From an optimization exercise on the open Yosys and OpenROAD flow, aimed at small area, a short achievable clock period and few clock cycles per item; shortcuts taken in it are not production practice. No functional check of the RTL was part of any run shown here. Power figures rest on the tool's default switching activity, not on a simulated workload.

## flow/run.sh

```bash
#!/bin/bash
# synth_recipe.tcl (not shown) runs the flow's synth.tcl, then flattens the netlist and writes it again
# the make line also repeats each setting of config.mk as NAME=value (left out here)
make -C /OpenROAD-flow-scripts/flow DESIGN_CONFIG=/design/flow/config.mk WORK_HOME=/design/flow/orfs CLKGATE_MAP_FILE= SYNTH_SCRIPT=/design/flow/synth_recipe.tcl finish
```

## flow/design.v

```verilog
module multiplyer(
    clk,
    rst_n,
    A,
    B,
    result,
    start_sig,
    done_sig
);
    input   clk;
    input   rst_n;
    input   [31:0]A;
    input   [31:0]B;
    input   start_sig;
    output  [31:0]result;
    output  [3:0]done_sig;
    wire    [23:0]ma = {1'b1, A[22:0]};
    wire    [23:0]mb = {1'b1, B[22:0]};
    reg     [2:0]cnt;       
    reg     [24:0]rX;          
    reg     [24:0]rY;
    reg     rC;
    reg     [8:0]rS;           
    reg     rSign;
    wire    first = (cnt == 3'd0);
    wire    done = (cnt == 3'd4);
    always @(posedge clk or negedge rst_n)
        if (!rst_n)
            cnt <= 3'd0;
        else if (start_sig && !done)
            cnt <= cnt + 1'b1;
        else
            cnt <= 3'd0;
    reg     [5:0]dig;
    always @(*)
        case (cnt)
            3'd0: dig = mb[5:0];
            3'd1: dig = mb[11:6];
            3'd2: dig = mb[17:12];
            3'd3: dig = mb[23:18];
            default: dig = 6'd0;
        endcase
    wire    [24:0]ax = first ? 25'd0 : rX;
    wire    [24:0]ay = first ? 25'd0 : rY;
    wire    ac = first ? 1'b0 : rC;
    wire pp0_0;
    wire pp0_1;
    wire pp0_2;
    wire pp0_3;
    wire pp0_4;
    wire pp0_5;
    wire pp0_6;
    wire pp0_7;
    wire pp0_8;
    wire pp0_9;
    wire pp0_10;
    wire pp0_11;
    wire pp0_12;
    wire pp0_13;
    wire pp0_14;
    wire pp0_15;
    wire pp0_16;
    wire pp0_17;
    wire pp0_18;
    wire pp0_19;
    wire pp0_20;
    wire pp0_21;
    wire pp0_22;
    wire pp1_0;
    wire pp1_1;
    wire pp1_2;
    wire pp1_3;
    wire pp1_4;
    wire pp1_5;
    wire pp1_6;
    wire pp1_7;
    wire pp1_8;
    wire pp1_9;
    wire pp1_10;
    wire pp1_11;
    wire pp1_12;
    wire pp1_13;
    wire pp1_14;
    wire pp1_15;
    wire pp1_16;
    wire pp1_17;
    wire pp1_18;
    wire pp1_19;
    wire pp1_20;
    wire pp1_21;
    wire pp1_22;
    wire pp2_0;
    wire pp2_1;
    wire pp2_2;
    wire pp2_3;
    wire pp2_4;
    wire pp2_5;
    wire pp2_6;
    wire pp2_7;
    wire pp2_8;
    wire pp2_9;
    wire pp2_10;
    wire pp2_11;
    wire pp2_12;
    wire pp2_13;
    wire pp2_14;
    wire pp2_15;
    wire pp2_16;
    wire pp2_17;
    wire pp2_18;
    wire pp2_19;
    wire pp2_20;
    wire pp2_21;
    wire pp2_22;
    wire pp3_0;
    wire pp3_1;
    wire pp3_2;
    wire pp3_3;
    wire pp3_4;
    wire pp3_5;
    wire pp3_6;
    wire pp3_7;
    wire pp3_8;
    wire pp3_9;
    wire pp3_10;
    wire pp3_11;
    wire pp3_12;
    wire pp3_13;
    wire pp3_14;
    wire pp3_15;
    wire pp3_16;
    wire pp3_17;
    wire pp3_18;
    wire pp3_19;
    wire pp3_20;
    wire pp3_21;
    wire pp3_22;
    wire pp4_0;
    wire pp4_1;
    wire pp4_2;
    wire pp4_3;
    wire pp4_4;
    wire pp4_5;
    wire pp4_6;
    wire pp4_7;
    wire pp4_8;
    wire pp4_9;
    wire pp4_10;
    wire pp4_11;
    wire pp4_12;
    wire pp4_13;
    wire pp4_14;
    wire pp4_15;
    wire pp4_16;
    wire pp4_17;
    wire pp4_18;
    wire pp4_19;
    wire pp4_20;
    wire pp4_21;
    wire pp4_22;
    wire pp5_0;
    wire pp5_1;
    wire pp5_2;
    wire pp5_3;
    wire pp5_4;
    wire pp5_5;
    wire pp5_6;
    wire pp5_7;
    wire pp5_8;
    wire pp5_9;
    wire pp5_10;
    wire pp5_11;
    wire pp5_12;
    wire pp5_13;
    wire pp5_14;
    wire pp5_15;
    wire pp5_16;
    wire pp5_17;
    wire pp5_18;
    wire pp5_19;
    wire pp5_20;
    wire pp5_21;
    wire pp5_22;
    wire s1;
    wire c2;
    wire s3;
    wire c4;
    wire s5;
    wire c6;
    wire s7;
    wire c8;
    wire s9;
    wire c10;
    wire s11;
    wire c12;
    wire s13;
    wire c14;
    wire s15;
    wire c16;
    wire s17;
    wire c18;
    wire s19;
    wire c20;
    wire s21;
    wire c22;
    wire s23;
    wire c24;
    wire s25;
    wire c26;
    wire s27;
    wire c28;
    wire s29;
    wire c30;
    wire s31;
    wire c32;
    wire s33;
    wire c34;
    wire s35;
    wire c36;
    wire s37;
    wire c38;
    wire s39;
    wire c40;
    wire s41;
    wire c42;
    wire s43;
    wire c44;
    wire s45;
    wire c46;
    wire s47;
    wire c48;
    wire s49;
    wire c50;
    wire s51;
    wire c52;
    wire s53;
    wire c54;
    wire s55;
    wire c56;
    wire s57;
    wire c58;
    wire s59;
    wire c60;
    wire s61;
    wire c62;
    wire s63;
    wire c64;
    wire s65;
    wire c66;
    wire s67;
    wire c68;
    wire s69;
    wire c70;
    wire s71;
    wire c72;
    wire s73;
    wire c74;
    wire s75;
    wire c76;
    wire s77;
    wire c78;
    wire s79;
    wire c80;
    wire s81;
    wire c82;
    wire s83;
    wire c84;
    wire s85;
    wire c86;
    wire s87;
    wire c88;
    wire s89;
    wire c90;
    wire s91;
    wire c92;
    wire s93;
    wire c94;
    wire s95;
    wire c96;
    wire s97;
    wire c98;
    wire s99;
    wire c100;
    wire s101;
    wire c102;
    wire s103;
    wire c104;
    wire s105;
    wire c106;
    wire s107;
    wire c108;
    wire s109;
    wire c110;
    wire s111;
    wire c112;
    wire s113;
    wire c114;
    wire s115;
    wire c116;
    wire s117;
    wire c118;
    wire s119;
    wire c120;
    wire s121;
    wire c122;
    wire s123;
    wire c124;
    wire s125;
    wire c126;
    wire s127;
    wire c128;
    wire s129;
    wire c130;
    wire s131;
    wire c132;
    wire s133;
    wire c134;
    wire s135;
    wire c136;
    wire s137;
    wire c138;
    wire s139;
    wire c140;
    wire s141;
    wire c142;
    wire s143;
    wire c144;
    wire s145;
    wire c146;
    wire s147;
    wire c148;
    wire s149;
    wire c150;
    wire s151;
    wire c152;
    wire s153;
    wire c154;
    wire s155;
    wire c156;
    wire s157;
    wire c158;
    wire s159;
    wire c160;
    wire s161;
    wire c162;
    wire s163;
    wire c164;
    wire s165;
    wire c166;
    wire s167;
    wire c168;
    wire s169;
    wire c170;
    wire s171;
    wire c172;
    wire s173;
    wire c174;
    wire s175;
    wire c176;
    wire s177;
    wire c178;
    wire s179;
    wire c180;
    wire s181;
    wire c182;
    wire s183;
    wire c184;
    wire s185;
    wire c186;
    wire s187;
    wire c188;
    wire s189;
    wire c190;
    wire s191;
    wire c192;
    wire s193;
    wire c194;
    wire s195;
    wire c196;
    wire s197;
    wire c198;
    wire s199;
    wire c200;
    wire s201;
    wire c202;
    wire s203;
    wire c204;
    wire s205;
    wire c206;
    wire s207;
    wire c208;
    wire s209;
    wire c210;
    wire s211;
    wire c212;
    wire s213;
    wire c214;
    wire s215;
    wire c216;
    wire s217;
    wire c218;
    wire s219;
    wire c220;
    wire s221;
    wire c222;
    wire s223;
    wire c224;
    wire s225;
    wire c226;
    wire s227;
    wire c228;
    wire s229;
    wire c230;
    wire s231;
    wire c232;
    wire s233;
    wire c234;
    wire s235;
    wire c236;
    wire s237;
    wire c238;
    wire s239;
    wire c240;
    wire s241;
    wire c242;
    wire s243;
    wire c244;
    wire s245;
    wire c246;
    wire s247;
    wire c248;
    wire s249;
    wire c250;
    wire s251;
    wire c252;
    wire s253;
    wire c254;
    wire s255;
    wire c256;
    wire s257;
    wire c258;
    wire s259;
    wire c260;
    wire s261;
    wire c262;
    wire s263;
    wire c264;
    wire s265;
    wire c266;
    wire s267;
    wire c268;
    wire s269;
    wire c270;
    wire s271;
    wire c272;
    wire s273;
    wire c274;
    wire s275;
    wire c276;
    wire s277;
    wire c278;
    wire s279;
    wire c280;
    wire s281;
    wire c282;
    wire s283;
    wire c284;
    wire s285;
    wire c286;
    wire s287;
    wire c288;
    wire s289;
    wire c290;
    assign pp0_0 = ma[0] & dig[0];
    assign pp0_1 = ma[1] & dig[0];
    assign pp0_2 = ma[2] & dig[0];
    assign pp0_3 = ma[3] & dig[0];
    assign pp0_4 = ma[4] & dig[0];
    assign pp0_5 = ma[5] & dig[0];
    assign pp0_6 = ma[6] & dig[0];
    assign pp0_7 = ma[7] & dig[0];
    assign pp0_8 = ma[8] & dig[0];
    assign pp0_9 = ma[9] & dig[0];
    assign pp0_10 = ma[10] & dig[0];
    assign pp0_11 = ma[11] & dig[0];
    assign pp0_12 = ma[12] & dig[0];
    assign pp0_13 = ma[13] & dig[0];
    assign pp0_14 = ma[14] & dig[0];
    assign pp0_15 = ma[15] & dig[0];
    assign pp0_16 = ma[16] & dig[0];
    assign pp0_17 = ma[17] & dig[0];
    assign pp0_18 = ma[18] & dig[0];
    assign pp0_19 = ma[19] & dig[0];
    assign pp0_20 = ma[20] & dig[0];
    assign pp0_21 = ma[21] & dig[0];
    assign pp0_22 = ma[22] & dig[0];
    assign pp1_0 = ma[0] & dig[1];
    assign pp1_1 = ma[1] & dig[1];
    assign pp1_2 = ma[2] & dig[1];
    assign pp1_3 = ma[3] & dig[1];
    assign pp1_4 = ma[4] & dig[1];
    assign pp1_5 = ma[5] & dig[1];
    assign pp1_6 = ma[6] & dig[1];
    assign pp1_7 = ma[7] & dig[1];
    assign pp1_8 = ma[8] & dig[1];
    assign pp1_9 = ma[9] & dig[1];
    assign pp1_10 = ma[10] & dig[1];
    assign pp1_11 = ma[11] & dig[1];
    assign pp1_12 = ma[12] & dig[1];
    assign pp1_13 = ma[13] & dig[1];
    assign pp1_14 = ma[14] & dig[1];
    assign pp1_15 = ma[15] & dig[1];
    assign pp1_16 = ma[16] & dig[1];
    assign pp1_17 = ma[17] & dig[1];
    assign pp1_18 = ma[18] & dig[1];
    assign pp1_19 = ma[19] & dig[1];
    assign pp1_20 = ma[20] & dig[1];
    assign pp1_21 = ma[21] & dig[1];
    assign pp1_22 = ma[22] & dig[1];
    assign pp2_0 = ma[0] & dig[2];
    assign pp2_1 = ma[1] & dig[2];
    assign pp2_2 = ma[2] & dig[2];
    assign pp2_3 = ma[3] & dig[2];
    assign pp2_4 = ma[4] & dig[2];
    assign pp2_5 = ma[5] & dig[2];
    assign pp2_6 = ma[6] & dig[2];
    assign pp2_7 = ma[7] & dig[2];
    assign pp2_8 = ma[8] & dig[2];
    assign pp2_9 = ma[9] & dig[2];
    assign pp2_10 = ma[10] & dig[2];
    assign pp2_11 = ma[11] & dig[2];
    assign pp2_12 = ma[12] & dig[2];
    assign pp2_13 = ma[13] & dig[2];
    assign pp2_14 = ma[14] & dig[2];
    assign pp2_15 = ma[15] & dig[2];
    assign pp2_16 = ma[16] & dig[2];
    assign pp2_17 = ma[17] & dig[2];
    assign pp2_18 = ma[18] & dig[2];
    assign pp2_19 = ma[19] & dig[2];
    assign pp2_20 = ma[20] & dig[2];
    assign pp2_21 = ma[21] & dig[2];
    assign pp2_22 = ma[22] & dig[2];
    assign pp3_0 = ma[0] & dig[3];
    assign pp3_1 = ma[1] & dig[3];
    assign pp3_2 = ma[2] & dig[3];
    assign pp3_3 = ma[3] & dig[3];
    assign pp3_4 = ma[4] & dig[3];
    assign pp3_5 = ma[5] & dig[3];
    assign pp3_6 = ma[6] & dig[3];
    assign pp3_7 = ma[7] & dig[3];
    assign pp3_8 = ma[8] & dig[3];
    assign pp3_9 = ma[9] & dig[3];
    assign pp3_10 = ma[10] & dig[3];
    assign pp3_11 = ma[11] & dig[3];
    assign pp3_12 = ma[12] & dig[3];
    assign pp3_13 = ma[13] & dig[3];
    assign pp3_14 = ma[14] & dig[3];
    assign pp3_15 = ma[15] & dig[3];
    assign pp3_16 = ma[16] & dig[3];
    assign pp3_17 = ma[17] & dig[3];
    assign pp3_18 = ma[18] & dig[3];
    assign pp3_19 = ma[19] & dig[3];
    assign pp3_20 = ma[20] & dig[3];
    assign pp3_21 = ma[21] & dig[3];
    assign pp3_22 = ma[22] & dig[3];
    assign pp4_0 = ma[0] & dig[4];
    assign pp4_1 = ma[1] & dig[4];
    assign pp4_2 = ma[2] & dig[4];
    assign pp4_3 = ma[3] & dig[4];
    assign pp4_4 = ma[4] & dig[4];
    assign pp4_5 = ma[5] & dig[4];
    assign pp4_6 = ma[6] & dig[4];
    assign pp4_7 = ma[7] & dig[4];
    assign pp4_8 = ma[8] & dig[4];
    assign pp4_9 = ma[9] & dig[4];
    assign pp4_10 = ma[10] & dig[4];
    assign pp4_11 = ma[11] & dig[4];
    assign pp4_12 = ma[12] & dig[4];
    assign pp4_13 = ma[13] & dig[4];
    assign pp4_14 = ma[14] & dig[4];
    assign pp4_15 = ma[15] & dig[4];
    assign pp4_16 = ma[16] & dig[4];
    assign pp4_17 = ma[17] & dig[4];
    assign pp4_18 = ma[18] & dig[4];
    assign pp4_19 = ma[19] & dig[4];
    assign pp4_20 = ma[20] & dig[4];
    assign pp4_21 = ma[21] & dig[4];
    assign pp4_22 = ma[22] & dig[4];
    assign pp5_0 = ma[0] & dig[5];
    assign pp5_1 = ma[1] & dig[5];
    assign pp5_2 = ma[2] & dig[5];
    assign pp5_3 = ma[3] & dig[5];
    assign pp5_4 = ma[4] & dig[5];
    assign pp5_5 = ma[5] & dig[5];
    assign pp5_6 = ma[6] & dig[5];
    assign pp5_7 = ma[7] & dig[5];
    assign pp5_8 = ma[8] & dig[5];
    assign pp5_9 = ma[9] & dig[5];
    assign pp5_10 = ma[10] & dig[5];
    assign pp5_11 = ma[11] & dig[5];
    assign pp5_12 = ma[12] & dig[5];
    assign pp5_13 = ma[13] & dig[5];
    assign pp5_14 = ma[14] & dig[5];
    assign pp5_15 = ma[15] & dig[5];
    assign pp5_16 = ma[16] & dig[5];
    assign pp5_17 = ma[17] & dig[5];
    assign pp5_18 = ma[18] & dig[5];
    assign pp5_19 = ma[19] & dig[5];
    assign pp5_20 = ma[20] & dig[5];
    assign pp5_21 = ma[21] & dig[5];
    assign pp5_22 = ma[22] & dig[5];
    assign s1 = ax[5] ^ ay[5];
    assign c2 = ax[5] & ay[5];
    assign s3 = ax[6] ^ ay[6] ^ pp0_5;
    assign c4 = (ax[6] & ay[6]) | (ax[6] & pp0_5) | (ay[6] & pp0_5);
    assign s5 = pp1_4 ^ pp2_3;
    assign c6 = pp1_4 & pp2_3;
    assign s7 = ax[7] ^ ay[7] ^ pp0_6;
    assign c8 = (ax[7] & ay[7]) | (ax[7] & pp0_6) | (ay[7] & pp0_6);
    assign s9 = pp1_5 ^ pp2_4 ^ pp3_3;
    assign c10 = (pp1_5 & pp2_4) | (pp1_5 & pp3_3) | (pp2_4 & pp3_3);
    assign s11 = ax[8] ^ ay[8] ^ pp0_7;
    assign c12 = (ax[8] & ay[8]) | (ax[8] & pp0_7) | (ay[8] & pp0_7);
    assign s13 = pp1_6 ^ pp2_5 ^ pp3_4;
    assign c14 = (pp1_6 & pp2_5) | (pp1_6 & pp3_4) | (pp2_5 & pp3_4);
    assign s15 = ax[9] ^ ay[9] ^ pp0_8;
    assign c16 = (ax[9] & ay[9]) | (ax[9] & pp0_8) | (ay[9] & pp0_8);
    assign s17 = pp1_7 ^ pp2_6 ^ pp3_5;
    assign c18 = (pp1_7 & pp2_6) | (pp1_7 & pp3_5) | (pp2_6 & pp3_5);
    assign s19 = ax[10] ^ ay[10] ^ pp0_9;
    assign c20 = (ax[10] & ay[10]) | (ax[10] & pp0_9) | (ay[10] & pp0_9);
    assign s21 = pp1_8 ^ pp2_7 ^ pp3_6;
    assign c22 = (pp1_8 & pp2_7) | (pp1_8 & pp3_6) | (pp2_7 & pp3_6);
    assign s23 = ax[11] ^ ay[11] ^ pp0_10;
    assign c24 = (ax[11] & ay[11]) | (ax[11] & pp0_10) | (ay[11] & pp0_10);
    assign s25 = pp1_9 ^ pp2_8 ^ pp3_7;
    assign c26 = (pp1_9 & pp2_8) | (pp1_9 & pp3_7) | (pp2_8 & pp3_7);
    assign s27 = ax[12] ^ ay[12] ^ pp0_11;
    assign c28 = (ax[12] & ay[12]) | (ax[12] & pp0_11) | (ay[12] & pp0_11);
    assign s29 = pp1_10 ^ pp2_9 ^ pp3_8;
    assign c30 = (pp1_10 & pp2_9) | (pp1_10 & pp3_8) | (pp2_9 & pp3_8);
    assign s31 = ax[13] ^ ay[13] ^ pp0_12;
    assign c32 = (ax[13] & ay[13]) | (ax[13] & pp0_12) | (ay[13] & pp0_12);
    assign s33 = pp1_11 ^ pp2_10 ^ pp3_9;
    assign c34 = (pp1_11 & pp2_10) | (pp1_11 & pp3_9) | (pp2_10 & pp3_9);
    assign s35 = ax[14] ^ ay[14] ^ pp0_13;
    assign c36 = (ax[14] & ay[14]) | (ax[14] & pp0_13) | (ay[14] & pp0_13);
    assign s37 = pp1_12 ^ pp2_11 ^ pp3_10;
    assign c38 = (pp1_12 & pp2_11) | (pp1_12 & pp3_10) | (pp2_11 & pp3_10);
    assign s39 = ax[15] ^ ay[15] ^ pp0_14;
    assign c40 = (ax[15] & ay[15]) | (ax[15] & pp0_14) | (ay[15] & pp0_14);
    assign s41 = pp1_13 ^ pp2_12 ^ pp3_11;
    assign c42 = (pp1_13 & pp2_12) | (pp1_13 & pp3_11) | (pp2_12 & pp3_11);
    assign s43 = ax[16] ^ ay[16] ^ pp0_15;
    assign c44 = (ax[16] & ay[16]) | (ax[16] & pp0_15) | (ay[16] & pp0_15);
    assign s45 = pp1_14 ^ pp2_13 ^ pp3_12;
    assign c46 = (pp1_14 & pp2_13) | (pp1_14 & pp3_12) | (pp2_13 & pp3_12);
    assign s47 = ax[17] ^ ay[17] ^ pp0_16;
    assign c48 = (ax[17] & ay[17]) | (ax[17] & pp0_16) | (ay[17] & pp0_16);
    assign s49 = pp1_15 ^ pp2_14 ^ pp3_13;
    assign c50 = (pp1_15 & pp2_14) | (pp1_15 & pp3_13) | (pp2_14 & pp3_13);
    assign s51 = ax[18] ^ ay[18] ^ pp0_17;
    assign c52 = (ax[18] & ay[18]) | (ax[18] & pp0_17) | (ay[18] & pp0_17);
    assign s53 = pp1_16 ^ pp2_15 ^ pp3_14;
    assign c54 = (pp1_16 & pp2_15) | (pp1_16 & pp3_14) | (pp2_15 & pp3_14);
    assign s55 = ax[19] ^ ay[19] ^ pp0_18;
    assign c56 = (ax[19] & ay[19]) | (ax[19] & pp0_18) | (ay[19] & pp0_18);
    assign s57 = pp1_17 ^ pp2_16 ^ pp3_15;
    assign c58 = (pp1_17 & pp2_16) | (pp1_17 & pp3_15) | (pp2_16 & pp3_15);
    assign s59 = ax[20] ^ ay[20] ^ pp0_19;
    assign c60 = (ax[20] & ay[20]) | (ax[20] & pp0_19) | (ay[20] & pp0_19);
    assign s61 = pp1_18 ^ pp2_17 ^ pp3_16;
    assign c62 = (pp1_18 & pp2_17) | (pp1_18 & pp3_16) | (pp2_17 & pp3_16);
    assign s63 = ax[21] ^ ay[21] ^ pp0_20;
    assign c64 = (ax[21] & ay[21]) | (ax[21] & pp0_20) | (ay[21] & pp0_20);
    assign s65 = pp1_19 ^ pp2_18 ^ pp3_17;
    assign c66 = (pp1_19 & pp2_18) | (pp1_19 & pp3_17) | (pp2_18 & pp3_17);
    assign s67 = ax[22] ^ ay[22] ^ pp0_21;
    assign c68 = (ax[22] & ay[22]) | (ax[22] & pp0_21) | (ay[22] & pp0_21);
    assign s69 = pp1_20 ^ pp2_19 ^ pp3_18;
    assign c70 = (pp1_20 & pp2_19) | (pp1_20 & pp3_18) | (pp2_19 & pp3_18);
    assign s71 = ax[23] ^ ay[23] ^ pp0_22;
    assign c72 = (ax[23] & ay[23]) | (ax[23] & pp0_22) | (ay[23] & pp0_22);
    assign s73 = pp1_21 ^ pp2_20 ^ pp3_19;
    assign c74 = (pp1_21 & pp2_20) | (pp1_21 & pp3_19) | (pp2_20 & pp3_19);
    assign s75 = ax[24] ^ ay[24] ^ dig[0];
    assign c76 = (ax[24] & ay[24]) | (ax[24] & dig[0]) | (ay[24] & dig[0]);
    assign s77 = pp1_22 ^ pp2_21 ^ pp3_20;
    assign c78 = (pp1_22 & pp2_21) | (pp1_22 & pp3_20) | (pp2_21 & pp3_20);
    assign s79 = dig[1] ^ pp2_22;
    assign c80 = dig[1] & pp2_22;
    assign s81 = ax[3] ^ ay[3];
    assign c82 = ax[3] & ay[3];
    assign s83 = ax[4] ^ ay[4] ^ pp0_3;
    assign c84 = (ax[4] & ay[4]) | (ax[4] & pp0_3) | (ay[4] & pp0_3);
    assign s85 = pp1_2 ^ pp2_1;
    assign c86 = pp1_2 & pp2_1;
    assign s87 = s1 ^ pp0_4 ^ pp1_3;
    assign c88 = (s1 & pp0_4) | (s1 & pp1_3) | (pp0_4 & pp1_3);
    assign s89 = pp2_2 ^ pp3_1 ^ pp4_0;
    assign c90 = (pp2_2 & pp3_1) | (pp2_2 & pp4_0) | (pp3_1 & pp4_0);
    assign s91 = c2 ^ pp3_2 ^ pp4_1;
    assign c92 = (c2 & pp3_2) | (c2 & pp4_1) | (pp3_2 & pp4_1);
    assign s93 = pp5_0 ^ s5 ^ s3;
    assign c94 = (pp5_0 & s5) | (pp5_0 & s3) | (s5 & s3);
    assign s95 = pp4_2 ^ pp5_1 ^ c6;
    assign c96 = (pp4_2 & pp5_1) | (pp4_2 & c6) | (pp5_1 & c6);
    assign s97 = c4 ^ s7 ^ s9;
    assign c98 = (c4 & s7) | (c4 & s9) | (s7 & s9);
    assign s99 = pp4_3 ^ pp5_2 ^ c10;
    assign c100 = (pp4_3 & pp5_2) | (pp4_3 & c10) | (pp5_2 & c10);
    assign s101 = c8 ^ s11 ^ s13;
    assign c102 = (c8 & s11) | (c8 & s13) | (s11 & s13);
    assign s103 = pp4_4 ^ pp5_3 ^ c12;
    assign c104 = (pp4_4 & pp5_3) | (pp4_4 & c12) | (pp5_3 & c12);
    assign s105 = c14 ^ s15 ^ s17;
    assign c106 = (c14 & s15) | (c14 & s17) | (s15 & s17);
    assign s107 = pp4_5 ^ pp5_4 ^ c16;
    assign c108 = (pp4_5 & pp5_4) | (pp4_5 & c16) | (pp5_4 & c16);
    assign s109 = c18 ^ s19 ^ s21;
    assign c110 = (c18 & s19) | (c18 & s21) | (s19 & s21);
    assign s111 = pp4_6 ^ pp5_5 ^ c20;
    assign c112 = (pp4_6 & pp5_5) | (pp4_6 & c20) | (pp5_5 & c20);
    assign s113 = c22 ^ s23 ^ s25;
    assign c114 = (c22 & s23) | (c22 & s25) | (s23 & s25);
    assign s115 = pp4_7 ^ pp5_6 ^ c24;
    assign c116 = (pp4_7 & pp5_6) | (pp4_7 & c24) | (pp5_6 & c24);
    assign s117 = c26 ^ s27 ^ s29;
    assign c118 = (c26 & s27) | (c26 & s29) | (s27 & s29);
    assign s119 = pp4_8 ^ pp5_7 ^ c28;
    assign c120 = (pp4_8 & pp5_7) | (pp4_8 & c28) | (pp5_7 & c28);
    assign s121 = c30 ^ s31 ^ s33;
    assign c122 = (c30 & s31) | (c30 & s33) | (s31 & s33);
    assign s123 = pp4_9 ^ pp5_8 ^ c32;
    assign c124 = (pp4_9 & pp5_8) | (pp4_9 & c32) | (pp5_8 & c32);
    assign s125 = c34 ^ s35 ^ s37;
    assign c126 = (c34 & s35) | (c34 & s37) | (s35 & s37);
    assign s127 = pp4_10 ^ pp5_9 ^ c36;
    assign c128 = (pp4_10 & pp5_9) | (pp4_10 & c36) | (pp5_9 & c36);
    assign s129 = c38 ^ s39 ^ s41;
    assign c130 = (c38 & s39) | (c38 & s41) | (s39 & s41);
    assign s131 = pp4_11 ^ pp5_10 ^ c40;
    assign c132 = (pp4_11 & pp5_10) | (pp4_11 & c40) | (pp5_10 & c40);
    assign s133 = c42 ^ s43 ^ s45;
    assign c134 = (c42 & s43) | (c42 & s45) | (s43 & s45);
    assign s135 = pp4_12 ^ pp5_11 ^ c44;
    assign c136 = (pp4_12 & pp5_11) | (pp4_12 & c44) | (pp5_11 & c44);
    assign s137 = c46 ^ s47 ^ s49;
    assign c138 = (c46 & s47) | (c46 & s49) | (s47 & s49);
    assign s139 = pp4_13 ^ pp5_12 ^ c48;
    assign c140 = (pp4_13 & pp5_12) | (pp4_13 & c48) | (pp5_12 & c48);
    assign s141 = c50 ^ s51 ^ s53;
    assign c142 = (c50 & s51) | (c50 & s53) | (s51 & s53);
    assign s143 = pp4_14 ^ pp5_13 ^ c52;
    assign c144 = (pp4_14 & pp5_13) | (pp4_14 & c52) | (pp5_13 & c52);
    assign s145 = c54 ^ s55 ^ s57;
    assign c146 = (c54 & s55) | (c54 & s57) | (s55 & s57);
    assign s147 = pp4_15 ^ pp5_14 ^ c56;
    assign c148 = (pp4_15 & pp5_14) | (pp4_15 & c56) | (pp5_14 & c56);
    assign s149 = c58 ^ s59 ^ s61;
    assign c150 = (c58 & s59) | (c58 & s61) | (s59 & s61);
    assign s151 = pp4_16 ^ pp5_15 ^ c60;
    assign c152 = (pp4_16 & pp5_15) | (pp4_16 & c60) | (pp5_15 & c60);
    assign s153 = c62 ^ s63 ^ s65;
    assign c154 = (c62 & s63) | (c62 & s65) | (s63 & s65);
    assign s155 = pp4_17 ^ pp5_16 ^ c64;
    assign c156 = (pp4_17 & pp5_16) | (pp4_17 & c64) | (pp5_16 & c64);
    assign s157 = c66 ^ s67 ^ s69;
    assign c158 = (c66 & s67) | (c66 & s69) | (s67 & s69);
    assign s159 = pp4_18 ^ pp5_17 ^ c68;
    assign c160 = (pp4_18 & pp5_17) | (pp4_18 & c68) | (pp5_17 & c68);
    assign s161 = c70 ^ s71 ^ s73;
    assign c162 = (c70 & s71) | (c70 & s73) | (s71 & s73);
    assign s163 = pp4_19 ^ pp5_18 ^ s75;
    assign c164 = (pp4_19 & pp5_18) | (pp4_19 & s75) | (pp5_18 & s75);
    assign s165 = c72 ^ c74 ^ s77;
    assign c166 = (c72 & c74) | (c72 & s77) | (c74 & s77);
    assign s167 = pp3_21 ^ pp4_20 ^ pp5_19;
    assign c168 = (pp3_21 & pp4_20) | (pp3_21 & pp5_19) | (pp4_20 & pp5_19);
    assign s169 = c76 ^ s79 ^ c78;
    assign c170 = (c76 & s79) | (c76 & c78) | (s79 & c78);
    assign s171 = dig[2] ^ pp3_22 ^ pp4_21;
    assign c172 = (dig[2] & pp3_22) | (dig[2] & pp4_21) | (pp3_22 & pp4_21);
    assign s173 = pp5_20 ^ c80;
    assign c174 = pp5_20 & c80;
    assign s175 = dig[3] ^ pp4_22;
    assign c176 = dig[3] & pp4_22;
    assign s177 = ax[2] ^ ay[2];
    assign c178 = ax[2] & ay[2];
    assign s179 = s81 ^ pp0_2 ^ pp1_1;
    assign c180 = (s81 & pp0_2) | (s81 & pp1_1) | (pp0_2 & pp1_1);
    assign s181 = c82 ^ pp3_0 ^ s85;
    assign c182 = (c82 & pp3_0) | (c82 & s85) | (pp3_0 & s85);
    assign s183 = c86 ^ c84 ^ s87;
    assign c184 = (c86 & c84) | (c86 & s87) | (c84 & s87);
    assign s185 = c88 ^ c90 ^ s91;
    assign c186 = (c88 & c90) | (c88 & s91) | (c90 & s91);
    assign s187 = c92 ^ s95 ^ c94;
    assign c188 = (c92 & s95) | (c92 & c94) | (s95 & c94);
    assign s189 = c96 ^ c98 ^ s99;
    assign c190 = (c96 & c98) | (c96 & s99) | (c98 & s99);
    assign s191 = c100 ^ c102 ^ s103;
    assign c192 = (c100 & c102) | (c100 & s103) | (c102 & s103);
    assign s193 = c104 ^ c106 ^ s107;
    assign c194 = (c104 & c106) | (c104 & s107) | (c106 & s107);
    assign s195 = c108 ^ c110 ^ s111;
    assign c196 = (c108 & c110) | (c108 & s111) | (c110 & s111);
    assign s197 = c112 ^ c114 ^ s115;
    assign c198 = (c112 & c114) | (c112 & s115) | (c114 & s115);
    assign s199 = c116 ^ c118 ^ s119;
    assign c200 = (c116 & c118) | (c116 & s119) | (c118 & s119);
    assign s201 = c120 ^ c122 ^ s123;
    assign c202 = (c120 & c122) | (c120 & s123) | (c122 & s123);
    assign s203 = c124 ^ c126 ^ s127;
    assign c204 = (c124 & c126) | (c124 & s127) | (c126 & s127);
    assign s205 = c128 ^ c130 ^ s131;
    assign c206 = (c128 & c130) | (c128 & s131) | (c130 & s131);
    assign s207 = c132 ^ c134 ^ s135;
    assign c208 = (c132 & c134) | (c132 & s135) | (c134 & s135);
    assign s209 = c136 ^ c138 ^ s139;
    assign c210 = (c136 & c138) | (c136 & s139) | (c138 & s139);
    assign s211 = c140 ^ c142 ^ s143;
    assign c212 = (c140 & c142) | (c140 & s143) | (c142 & s143);
    assign s213 = c144 ^ c146 ^ s147;
    assign c214 = (c144 & c146) | (c144 & s147) | (c146 & s147);
    assign s215 = c148 ^ c150 ^ s151;
    assign c216 = (c148 & c150) | (c148 & s151) | (c150 & s151);
    assign s217 = c152 ^ c154 ^ s155;
    assign c218 = (c152 & c154) | (c152 & s155) | (c154 & s155);
    assign s219 = c156 ^ c158 ^ s159;
    assign c220 = (c156 & c158) | (c156 & s159) | (c158 & s159);
    assign s221 = s163 ^ c160 ^ c162;
    assign c222 = (s163 & c160) | (s163 & c162) | (c160 & c162);
    assign s223 = s167 ^ c164 ^ c166;
    assign c224 = (s167 & c164) | (s167 & c166) | (c164 & c166);
    assign s225 = c168 ^ s171 ^ s173;
    assign c226 = (c168 & s171) | (c168 & s173) | (s171 & s173);
    assign s227 = pp5_21 ^ s175 ^ c172;
    assign c228 = (pp5_21 & s175) | (pp5_21 & c172) | (s175 & c172);
    assign s229 = dig[4] ^ pp5_22;
    assign c230 = dig[4] & pp5_22;
    assign s231 = ac ^ ax[0];
    assign c232 = ac & ax[0];
    assign s233 = ax[1] ^ ay[1] ^ pp0_0;
    assign c234 = (ax[1] & ay[1]) | (ax[1] & pp0_0) | (ay[1] & pp0_0);
    assign s235 = s177 ^ pp0_1 ^ pp1_0;
    assign c236 = (s177 & pp0_1) | (s177 & pp1_0) | (pp0_1 & pp1_0);
    assign s237 = c178 ^ pp2_0 ^ s179;
    assign c238 = (c178 & pp2_0) | (c178 & s179) | (pp2_0 & s179);
    assign s239 = c180 ^ s83 ^ s181;
    assign c240 = (c180 & s83) | (c180 & s181) | (s83 & s181);
    assign s241 = s89 ^ c182 ^ s183;
    assign c242 = (s89 & c182) | (s89 & s183) | (c182 & s183);
    assign s243 = c184 ^ s185 ^ s93;
    assign c244 = (c184 & s185) | (c184 & s93) | (s185 & s93);
    assign s245 = c186 ^ s97 ^ s187;
    assign c246 = (c186 & s97) | (c186 & s187) | (s97 & s187);
    assign s247 = s101 ^ c188 ^ s189;
    assign c248 = (s101 & c188) | (s101 & s189) | (c188 & s189);
    assign s249 = s105 ^ c190 ^ s191;
    assign c250 = (s105 & c190) | (s105 & s191) | (c190 & s191);
    assign s251 = s109 ^ c192 ^ s193;
    assign c252 = (s109 & c192) | (s109 & s193) | (c192 & s193);
    assign s253 = s113 ^ c194 ^ s195;
    assign c254 = (s113 & c194) | (s113 & s195) | (c194 & s195);
    assign s255 = s117 ^ c196 ^ s197;
    assign c256 = (s117 & c196) | (s117 & s197) | (c196 & s197);
    assign s257 = s121 ^ c198 ^ s199;
    assign c258 = (s121 & c198) | (s121 & s199) | (c198 & s199);
    assign s259 = s125 ^ c200 ^ s201;
    assign c260 = (s125 & c200) | (s125 & s201) | (c200 & s201);
    assign s261 = s129 ^ c202 ^ s203;
    assign c262 = (s129 & c202) | (s129 & s203) | (c202 & s203);
    assign s263 = s133 ^ c204 ^ s205;
    assign c264 = (s133 & c204) | (s133 & s205) | (c204 & s205);
    assign s265 = s137 ^ c206 ^ s207;
    assign c266 = (s137 & c206) | (s137 & s207) | (c206 & s207);
    assign s267 = s141 ^ c208 ^ s209;
    assign c268 = (s141 & c208) | (s141 & s209) | (c208 & s209);
    assign s269 = s145 ^ c210 ^ s211;
    assign c270 = (s145 & c210) | (s145 & s211) | (c210 & s211);
    assign s271 = s149 ^ c212 ^ s213;
    assign c272 = (s149 & c212) | (s149 & s213) | (c212 & s213);
    assign s273 = s153 ^ c214 ^ s215;
    assign c274 = (s153 & c214) | (s153 & s215) | (c214 & s215);
    assign s275 = s157 ^ c216 ^ s217;
    assign c276 = (s157 & c216) | (s157 & s217) | (c216 & s217);
    assign s277 = s161 ^ c218 ^ s219;
    assign c278 = (s161 & c218) | (s161 & s219) | (c218 & s219);
    assign s279 = s165 ^ c220 ^ s221;
    assign c280 = (s165 & c220) | (s165 & s221) | (c220 & s221);
    assign s281 = s169 ^ c222 ^ s223;
    assign c282 = (s169 & c222) | (s169 & s223) | (c222 & s223);
    assign s283 = c170 ^ s225 ^ c224;
    assign c284 = (c170 & s225) | (c170 & c224) | (s225 & c224);
    assign s285 = c174 ^ s227 ^ c226;
    assign c286 = (c174 & s227) | (c174 & c226) | (s227 & c226);
    assign s287 = c176 ^ s229 ^ c228;
    assign c288 = (c176 & s229) | (c176 & c228) | (s229 & c228);
    assign s289 = dig[5] ^ c230;
    assign c290 = dig[5] & c230;
    wire    [30:0]zx = {c290, s289, s287, s285, c282, c280, c278, c276, c274, c272, c270, c268, c266, c264, c262, c260, c258, c256, c254, c252, c250, c248, c246, c244, c242, c240, c238, c236, c234, c232, ay[0]};
    wire    [30:0]zy = {1'b0, c288, c286, c284, s283, s281, s279, s277, s275, s273, s271, s269, s267, s265, s263, s261, s259, s257, s255, s253, s251, s249, s247, s245, s243, s241, s239, s237, s235, s233, s231};
    wire    [6:0]zl = {1'b0, zx[5:0]} + {1'b0, zy[5:0]};
    always @(posedge clk) begin
        rX <= zx[30:6];
        rY <= zy[30:6];
        rC <= zl[6];
        rS <= {1'b0, A[30:23]} + {1'b0, B[30:23]};
        rSign <= A[31] ^ B[31];
    end
    wire    [24:0]P = rX + rY + rC;
    wire    p47 = P[24];
    wire    [22:0]M = p47 ? P[23:1] : P[22:0];
    wire    [9:0]E0 = {1'b0, rS} - 10'd127;
    wire    [9:0]E1 = {1'b0, rS} - 10'd126;
    wire    ov0 = (E0[9:8] == 2'b01);
    wire    un0 = (E0[9:8] == 2'b11);
    wire    ov1 = (E1[9:8] == 2'b01);
    wire    un1 = (E1[9:8] == 2'b11);
    wire    isOver = p47 ? ov1 : ov0;
    wire    isUnder = p47 ? un1 : un0;
    wire    ovf = p47 ? (ov1 | un1) : (ov0 | un0);
    wire    [7:0]Ex = p47 ? E1[7:0] : E0[7:0];
    assign  result = ovf ? 32'h3F800000 : {rSign, Ex, M};
    assign  done_sig = {isOver, isUnder, 1'b0, done};
endmodule
```

## flow/config.mk

```make
export PLATFORM = sky130hd
export DESIGN_NAME = multiplyer
export DESIGN_NICKNAME = multiplyer
export VERILOG_FILES = /design/flow/design.v
export SDC_FILE = /design/flow/constraint.sdc
export NUM_CORES = 4
export LEC_CHECK = 0
export CAP_MARGIN = 20
export CORE_MARGIN = 2
export CORE_UTILIZATION = 40
export SLEW_MARGIN = 20
```

## flow/constraint.sdc

```tcl
create_clock -name core_clock -period 8.0 [get_ports {clk}]
set_input_delay 1.6000 -clock core_clock [delete_from_list [all_inputs] [get_ports {clk}]]
set_output_delay 1.6000 -clock core_clock [all_outputs]
set_load 0.01 [all_outputs]
```

==> results of run 1 <==
==> cells in the mapped netlist, drive strengths merged, types with 2 or more instances <==
library cell / n
o31a: 4
buf: 7
and3: 8
a221o: 4
dfxtp: 60
xor2: 10
xnor2: 20
o21a: 7
nand4: 3
a21o: 19
a22o: 11
fa: 136
a31oi: 7
o21bai: 3
o21ai: 19
a31o: 2
nand2: 93
nor3: 4
nor2: 22
nand3: 10
o2111ai: 3
ha: 55
a211oi: 3
a22oi: 11
clkbuf: 26
nor2b: 5
a2111oi: 3
a221oi: 3
and2: 121
o22ai: 5
a21oi: 38
o31ai: 4
nand2b: 6
inv: 164
nor4: 2
mux2i: 2
dfrtp: 3
==> metal layers <==
| metal | vias up | global-route usage (%) | routed length (um) |
|---|---|---|---|
| li1 | 3086 | - | - |
| met1 | 3135 | 28.1 | 9690 |
| met2 | 150 | 31.8 | 9350 |
| met3 | 18 | 3.40 | 1120 |
| met4 | 0 | 4.52 | 224 |
| met5 | - | 0 | 0 |
==> registers in the layout, summed over array words and instances, names as in the netlist <==
name   count
rY        24
rSign      1
cnt        3
rC         1
rS         9
rX        25
==> worst max-delay path, delay by kind of cell (launching register included) <==
kind	cells	cell delay, ps
AO/OA/AOI/OAI	5	1180
flip-flops	1	320
adder cells (fa/ha/maj)	2	650
AND/OR/NAND/NOR	3	1210
buffers and inverters	2	650
==> power by group through the flow <==
stage / registers, mW / logic, mW / clock network [mW]
global route: 0.575 / 3.28 / 0.427
finish: 0.561 / 2.87 / 0.406
floorplan: 0.526 / 1.94 / 0
detailed placement: 0.566 / 2.89 / 0
CTS: 0.561 / 2.91 / 0.417
global placement: 0.560 / 2.87 / 0
==> cells by family (layout without fill, tap and decap cells) <==
| group | Yosys count | count (layout) | synth area share, % |
|---|---|---|---|
| flip-flops | 63 | 63 | 15.3 |
| AND/OR/NAND/NOR | 280 | 280 | 17.8 |
| XOR/XNOR | 30 | 30 | 3.15 |
| multiplexers | 3 | 3 | 0.374 |
| AO/OA/AOI/OAI | 153 | 153 | 13.5 |
| other | 1 | 1 | 0.0449 |
| buffers and inverters | 197 | 288 | 9.08 |
| adder cells (fa/ha/maj) | 191 | 191 | 40.8 |
==> area by class of cell <==
type / instances / area, um2
clock buffers: 13 / 262
clock inverters: 3 / 40.0
fillers: 1931 / 10400
inverters: 164 / 616
multi-input cells: 658 / 6330
flip-flops and latches: 63 / 1280
well taps: 270 / 338
repair buffers: 108 / 1060
==> how the worst max path moves through the flow <==
stage / start / end / slack [ps] / cells past startpoint
floorplan: rY[0]$_DFF_P_ / result[27] / 3310 / 11
global placement: rX[0]$_DFF_P_ / done_sig[2] / 2460 / 12
detailed placement: rX[0]$_DFF_P_ / done_sig[2] / 2380 / 12
CTS: rX[0]$_DFF_P_ / done_sig[2] / 2000 / 12
global route: rX[0]$_DFF_P_ / done_sig[2] / 1670 / 12
finish: rX[0]$_DFF_P_ / done_sig[2] / 2040 / 12
==> metrics by stage <==
step	worst slack (ps)	instances	instance area (um2)	util (%)	total power, mW
4_1_cts	2000	1279	9920	48.7	3.88
5_1_grt	1670	1279	9920	48.7	4.28
3_5_place_dp	2380	1263	9620	47.2	3.46
2_1_floorplan	3310	918	8350	-	2.47
6_report	2040	1279	9920	48.7	3.83
3_3_place_gp	2460	1263	9620	47.2	3.43
==> results.txt, run 1 <==
========================================================================================================
Maximum fanout along the worst path                                                                   20
CTS tree                                                                                            done
Total vias in the final route                                                                       6389
Maximum number of pins on one net before global-route repair                                          40
Clock insertion delay at the later pin of the skew report                                         340 ps
Post-route DRC                                                                                         0
Kind of end point of the critical path                                                      primary output
Depth of the worst hold-timing path                                                                    1
Part of the total power dissipated in sequential elements                                          14.6%
Unrepaired setup endpoints after global routing                                                       no
CTS Buffer Depth                                                                                       2
Hold Worst Slack                                                                                  494 ps
Ant diodes                                                                                             0
Share of power burned in the clock network                                                         10.6%
Net count of the mapped netlist                                                                     1176
Max rail drop VDD                                                                               0.153 mV
Total CTS buffers                                                                                      9
Sequential-to-total area share from yosys stat                                                     15.3%
Post-route clock skew                                                                            5.86 ps
Setup TNS                                                                                           0 ps
Most numerous cell on the critical path                                                             fa_1
Detailed router's first-iteration violation count                                                    346
H-tree levels                                                                                          3
Total Routing Usage GR                                                                             19.8%
Number of antenna violations at the first check in global routing                                      0
Switching power of the nets                                                                      1.83 mW
Critical register-to-register path endpoint                                                   rC$_DFF_P_
Required time of the critical path                                                               6400 ps
Horizontal extent of the die                                                                      149 um
Cells after synthesis                                                                                918
Dominant cell type by area after synthesis                                                          fa_1
Synth Flop Type                                                                                  dfxtp_1
Source of the worst register-to-register timing path                                        cnt[0]$_DFF_PN0_
Initial Util                                                                                       41.0%
Normalized max-slew margin                                                                         35.1%
Result of the run                                                               timing/DRC/antenna clean
Total power per unit cell area                                                                386 nW/um2
Number of global-route vias before repair                                                           6739
Max-cap check violation count                                                                          0
Die area                                                                                       22100 um2
Final period utilization                                                                           74.5%
Number of distinct library cell variants in the gate-level netlist after synthesis                    67
Area growth from synthesis to final layout                                                         18.8%
Number of setup violations in the final report                                                         0
Start point of the worst min-delay path                                                     cnt[0]$_DFF_PN0_
Setup slack of the most critical reg-to-reg path                                                 3770 ps
Remaining antenna violation count                                                                      0
Post-synthesis instance area                                                                    8350 um2
Register bit total from synthesis                                                                     63
Std-Cell Core Area                                                                             20400 um2
Number of hold buffers added after cts                                                                 0
Num Clock Sinks                                                                                       63
Number of buffers added on ports                                                                     101
Wire length reported by the detailed router                                                     20400 um
Root Driver                                                                                    clkbuf_16
Hold Crit Endpoint                                                                          cnt[0]$_DFF_PN0_
Asr flop ratio synth                                                                               4.76%
Slew @ Worst Pin                                                                                  966 ps
Share of Yosys cell area claimed by the top area cell type                                         32.6%
Cell Rows                                                                                             52
Worst-path cell chain                                                                       fa_1, inv_1, fa_1, and2b_1, o31ai_2, a2111oi_4, o2111ai_4, a21o_2, nand3_1, or3_1, a211oi_1, clkdlybuf4s50_1
Top post-synthesis cells by area                                                            fa_1 (33%), dfxtp_1 (14%), and2_1 (9.1%), ha_1 (8.2%), inv_1 (7.4%)
HPWL after detailed placement                                                                   16800 um
Io pins                                                                                              103
Max Freq                                                                                         168 MHz
Die boundary height                                                                               149 um
Proportion of layout cells with a drive suffix above 1                                             3.96%
Worst min path class                                                                        flop to flop
Post-CTS setup buffer count                                                                            0
Total congestion overflow                                                                              0
Data arrival time of the critical path                                                           4360 ps
Leak                                                                                             4.55 nW
Fraction of power consumed by combinational cells                                                  74.8%
Minimum period implied by the final worst setup slack                                            5960 ps
First-pass GRT wire length                                                                      34500 um
Number of enable flip-flop cells after synthesis                                                       0
Number of nets in the final layout                                                                  1262
Detailed-router iteration count before antenna repair                                                  7
Post-synthesis average cell area                                                                9.10 um2
Worst Setup Start Kind                                                                              flop
Wire length per cell                                                                             15.9 um
Post-CTS resize count                                                                                  0
Warnings from Yosys                                                                                    1
RePlAce Congestion                                                                                 0.828
Via density per instance                                                                            5.00
Int Power                                                                                        2.00 mW
Start-to-end type of the worst setup path                                                   flop to primary output
Peak per-stage delay on the critical path                                                         570 ps
Switching part of the total power                                                                  47.8%
Hold Vio Cnt, Final                                                                                    0
Post-CTS clock slew at the launch and capture registers of the worst setup and hold paths          50 ps
Crit path max-delay cell type                                                               clkdlybuf4s50_1
R2R depth                                                                                             14
Final Max Slew Viols                                                                                   0
Commonest non-fill, non-tap cell in the layout                                                     inv_1
Most used cells in the layout excluding fill and tap cells                                  inv_1 (164), fa_1 (136), and2_1 (121)
========================================================================================================
==> inputs of run 2 (changes only) <==
==> flow/flow/run.sh (new file) <==
#!/bin/bash
export BUFFER_PORTS_ARGS="-buffer_cell sky130_fd_sc_hd__buf_2"
bash standard.sh > standard.log 2>&1
==> flow/standard.sh (new file) <==
#!/bin/bash
# synth_recipe.tcl (not shown) runs the flow's synth.tcl, then flattens the netlist and writes it again
# the make line also repeats each setting of config.mk as NAME=value (left out here)
make -C /OpenROAD-flow-scripts/flow DESIGN_CONFIG=/design/flow/config.mk WORK_HOME=/design/flow/orfs CLKGATE_MAP_FILE= SYNTH_SCRIPT=/design/flow/synth_recipe.tcl "${@:-finish}"
--- a/flow/config.mk
+++ b/flow/config.mk
@@ -9,3 +9,4 @@
 export CORE_MARGIN = 2
 export CORE_UTILIZATION = 40
+export SETUP_SLACK_MARGIN = 3.4
 export SLEW_MARGIN = 20
removed: flow/run.sh
==> run 2 against run 1 <==
Compared with the run above: critical path depth up 2; cell count rose by 2.0%; sequential power about the same; sequential share of layout area barely moved; still clean; critical endpoint is now result[26]; worst setup slack better by 900 ps; first-iteration DRC count decreased by 1.4%; flip-flop and latch count unchanged.
==> results.txt, run 2 <==
========================================================================================================
Detailed-router iteration count before antenna repair                                                  4   -3
Final period utilization                                                                           63.3%   -11 points
First-pass GRT wire length                                                                      35600 um   +3.1%
Detailed router's first-iteration violation count                                                    341   -1.4%
Top post-synthesis cells by area                                                            fa_1 (33%), dfxtp_1 (14%), and2_1 (9.1%), ha_1 (8.2%), inv_1 (7.4%)
Register bit total from synthesis                                                                     63   unchanged
Sequential-to-total area share from yosys stat                                                     15.3%   unchanged
Share of Yosys cell area claimed by the top area cell type                                         32.6%   unchanged
HPWL after detailed placement                                                                   16800 um   +0.37%
Post-route DRC                                                                                         0   unchanged
Worst min path class                                                                        flop to flop
Die boundary height                                                                               149 um   unchanged
Asr flop ratio synth                                                                               4.76%   unchanged
Number of global-route vias before repair                                                           6945   +3.1%
Maximum number of pins on one net before global-route repair                                          40   unchanged
Dominant cell type by area after synthesis                                                          fa_1
Total congestion overflow                                                                              0   unchanged
Initial Util                                                                                       41.0%   unchanged
Data arrival time of the critical path                                                           3460 ps   -900 ps
Minimum period implied by the final worst setup slack                                            5060 ps   -899 ps
Horizontal extent of the die                                                                      149 um   unchanged
Most used cells in the layout excluding fill and tap cells                                  inv_1 (163), fa_1 (134), and2_1 (121)
Number of hold buffers added after cts                                                                 0   unchanged
Setup TNS                                                                                           0 ps   unchanged
Cell depth of the worst setup path                                                                    14   +2
Post-synthesis instance area                                                                    8350 um2   unchanged
Number of enable flip-flop cells after synthesis                                                       0   unchanged
Wire length reported by the detailed router                                                     21800 um   +6.7%
Warnings from Yosys                                                                                    1   unchanged
Normalized max-slew margin                                                                         26.3%   -8.9 points
Synth Flop Type                                                                                  dfxtp_1
Post-route clock skew                                                                            5.24 ps   -0.617 ps
Total vias in the final route                                                                       6625   +3.7%
R2R depth                                                                                             12   -2
Maximum fanout along the worst path                                                                    5   -75%
Start-to-end type of the worst setup path                                                   flop to primary output
Required time of the critical path                                                               6400 ps   about the same
Number of setup violations in the final report                                                         0   unchanged
Gate family responsible for the most delay along the worst path                             compound AO/OA/AOI/OAI gates
CTS tree                                                                                            done
Worst Setup Start Kind                                                                              flop
Wire length per cell                                                                             16.7 um   +4.6%
Depth of the worst hold-timing path                                                                    1   unchanged
Leak                                                                                             4.77 nW   +4.8%
Number of distinct library cell variants in the gate-level netlist after synthesis                    67   unchanged
Commonest non-fill, non-tap cell in the layout                                                     inv_1
Most numerous cell on the critical path                                                             fa_2
Registers with the highest flip-flop counts                                                 rX (25), rY (24), rS (9)
Area growth from synthesis to final layout                                                         19.2%
Crit path max-delay cell type                                                                       fa_2
Total CTS buffers                                                                                      9   unchanged
Proportion of layout cells with a drive suffix above 1                                             19.7%   +16 points
CP Buf/Inv Count                                                                                       4   +2
Max Freq                                                                                         198 MHz   +18%
Io pins                                                                                              103   unchanged
Unrepaired setup endpoints after global routing                                                      yes
Num Clock Sinks                                                                                       63   unchanged
Kind of end point of the critical path                                                      primary output
Hold Vio Cnt, Final                                                                                    0   unchanged
Post-synthesis average cell area                                                                9.10 um2   unchanged
H-tree levels                                                                                          3   unchanged
Flip-flop count of the largest register, all copies and words added                                   25   unchanged
Cells after synthesis                                                                                918   unchanged
RePlAce Congestion                                                                                 0.862   +4.0%
Total power per unit cell area                                                                402 nW/um2   +3.9%
Via density per instance                                                                            5.08   +1.6%
Final Max Slew Viols                                                                                   0   unchanged
Slew @ Worst Pin                                                                                 1100 ps   +132 ps
Max-cap check violation count                                                                          0   unchanged
Post-route core utilization                                                                        48.9%   +0.17 points
Root Driver                                                                                    clkbuf_16
Peak per-stage delay on the critical path                                                         390 ps   -180 ps
Most numerous cell in the Yosys netlist                                                            inv_1
Ant diodes                                                                                             0   unchanged
Setup WS post-layout                                                                             2940 ps   +899 ps
Total Routing Usage GR                                                                             20.5%   +0.73 points
Number of buffers added on ports                                                                     101   unchanged
Std-Cell Core Area                                                                             20400 um2   unchanged
Worst-path cell chain                                                                       fa_2, inv_2, fa_2, and2b_2, o31ai_4, a2111oi_4, o2111ai_4, buf_12, a21oi_4, nor4_4, buf_6, o21ai_1, a221o_1, buf_2
Worst setup timing slack at the placement stage                                                  2850 ps   +472 ps
Cell Rows                                                                                             52   unchanged
Largest register by flop count                                                                        rX
Die area                                                                                       22100 um2   unchanged
Remaining antenna violation count                                                                      0   unchanged
Net count of the mapped netlist                                                                     1176   unchanged
Post-CTS clock slew at the launch and capture registers of the worst setup and hold paths          60 ps   about the same
CTS Buffer Depth                                                                                       2   unchanged
Top post-synthesis cells by count                                                           inv_1 (164), fa_1 (136), and2_1 (121)
Number of nets in the final layout                                                                  1288   +2.1%
Result of the run                                                               timing/DRC/antenna clean
Clock insertion delay at the later pin of the skew report                                         340 ps   about the same
Max rail drop VDD                                                                               0.149 mV   -2.6%
Number of antenna violations at the first check in global routing                                      1   +1
========================================================================================================
==> run 2: cell counts after synthesis <==
Identical to the previous run, type by type.
==> run 2: worst paths after layout <==
check | start | endpoint | slack (ps)
min | cnt[0]$_DFF_PN0_ | cnt[0]$_DFF_PN0_ | 510
min in group asynchronous | rst_n | cnt[0]$_DFF_PN0_ | 1040
max reg2reg | cnt[2]$_DFF_PN0_ | rY[17]$_DFF_P_ | 4010
min reg2reg | cnt[0]$_DFF_PN0_ | cnt[0]$_DFF_PN0_ | 510
max | rX[0]$_DFF_P_ | result[26] | 2940
max in group asynchronous | rst_n | cnt[2]$_DFF_PN0_ | 6850
==> run 2: cell type report <==
cell class                 instances  area [um2]
clock buffer                      12         278
clock inverter                     4        50.0
fill                            1909       10400
inverter                         164         616
multi-input combinational        659        6600
sequential                        63        1280
tap                              270         338
timing repair buffer             133         797
==> run 2: cell families after synthesis <==
| group | share of synthesized area, % |
|---|---|
| and+or+nand+nor | 17.8 |
| other | 0.0449 |
| AOI/OAI and AO/OA | 13.5 |
| adders and majority gates | 40.8 |
| muxes | 0.374 |
| DFF | 15.3 |
| xor gates and xnor gates | 3.15 |
| buffers and inverters | 9.08 |
==> run 2: stage by stage <==
stage | hold WS (ps) | area [um2] | instances | power, mW
after floorplan | 455 | 8360 | 918 | 2.47
after global placement | 476 | 9130 | 1264 | 3.27
final | 507 | 9960 | 1305 | 4.00
after CTS | 511 | 9700 | 1293 | 3.87
after detailed placement | 503 | 9130 | 1264 | 3.30
after global routing | 533 | 9960 | 1305 | 4.43
==> run 2: where the power goes <==
part | total [mW] | internal (mW) | switching [mW]
clock network | 0.430 | 0.277 | 0.154
logic | 3.00 | 1.26 | 1.75
registers | 0.564 | 0.474 | 0.0903
total | 4.00 | 2.01 | 1.99
==> run 2: layer usage <==
metal | wire length [um] | vias to the layer above | track usage [%]
li1 | - | 3138 | -
met1 | 10400 | 3298 | 29.2
met2 | 10200 | 166 | 33.3
met3 | 887 | 21 | 2.79
met4 | 305 | 2 | 5.10
met5 | 12 | - | 0
==> run 2: repair_timing <==
item,CTS,global route
cloned,0,2
gates resized for setup,29,40
buffers inserted,13,10
endpoints found under the setup margin,34,34
pin swaps,11,14

-- port drivers added, routing unchanged --
Ports are ideal in the flow. The routed layouts listed here were re-timed in OpenROAD.
Step 1: set_driving_cell puts a clkbuf_16 on clk and a buf_2 on each other input, an assumption about the parent block.
Step 2 times the ports against the registers' clock, not the clock port: input delays grow and output delays shrink by t, the midpoint of the rising clock arrivals with the driver on.
Three values: no drivers, after step 1, after step 2; two values: the first two.
run	shift t [ns]	slack for setup (ns)	worst setup path at the end
run 1	0.388	2.038 / 1.991 / 2.379	register to output
run 2	0.385	2.937 / 2.889 / 3.273	register to output
After both steps every run listed still meets setup and hold.
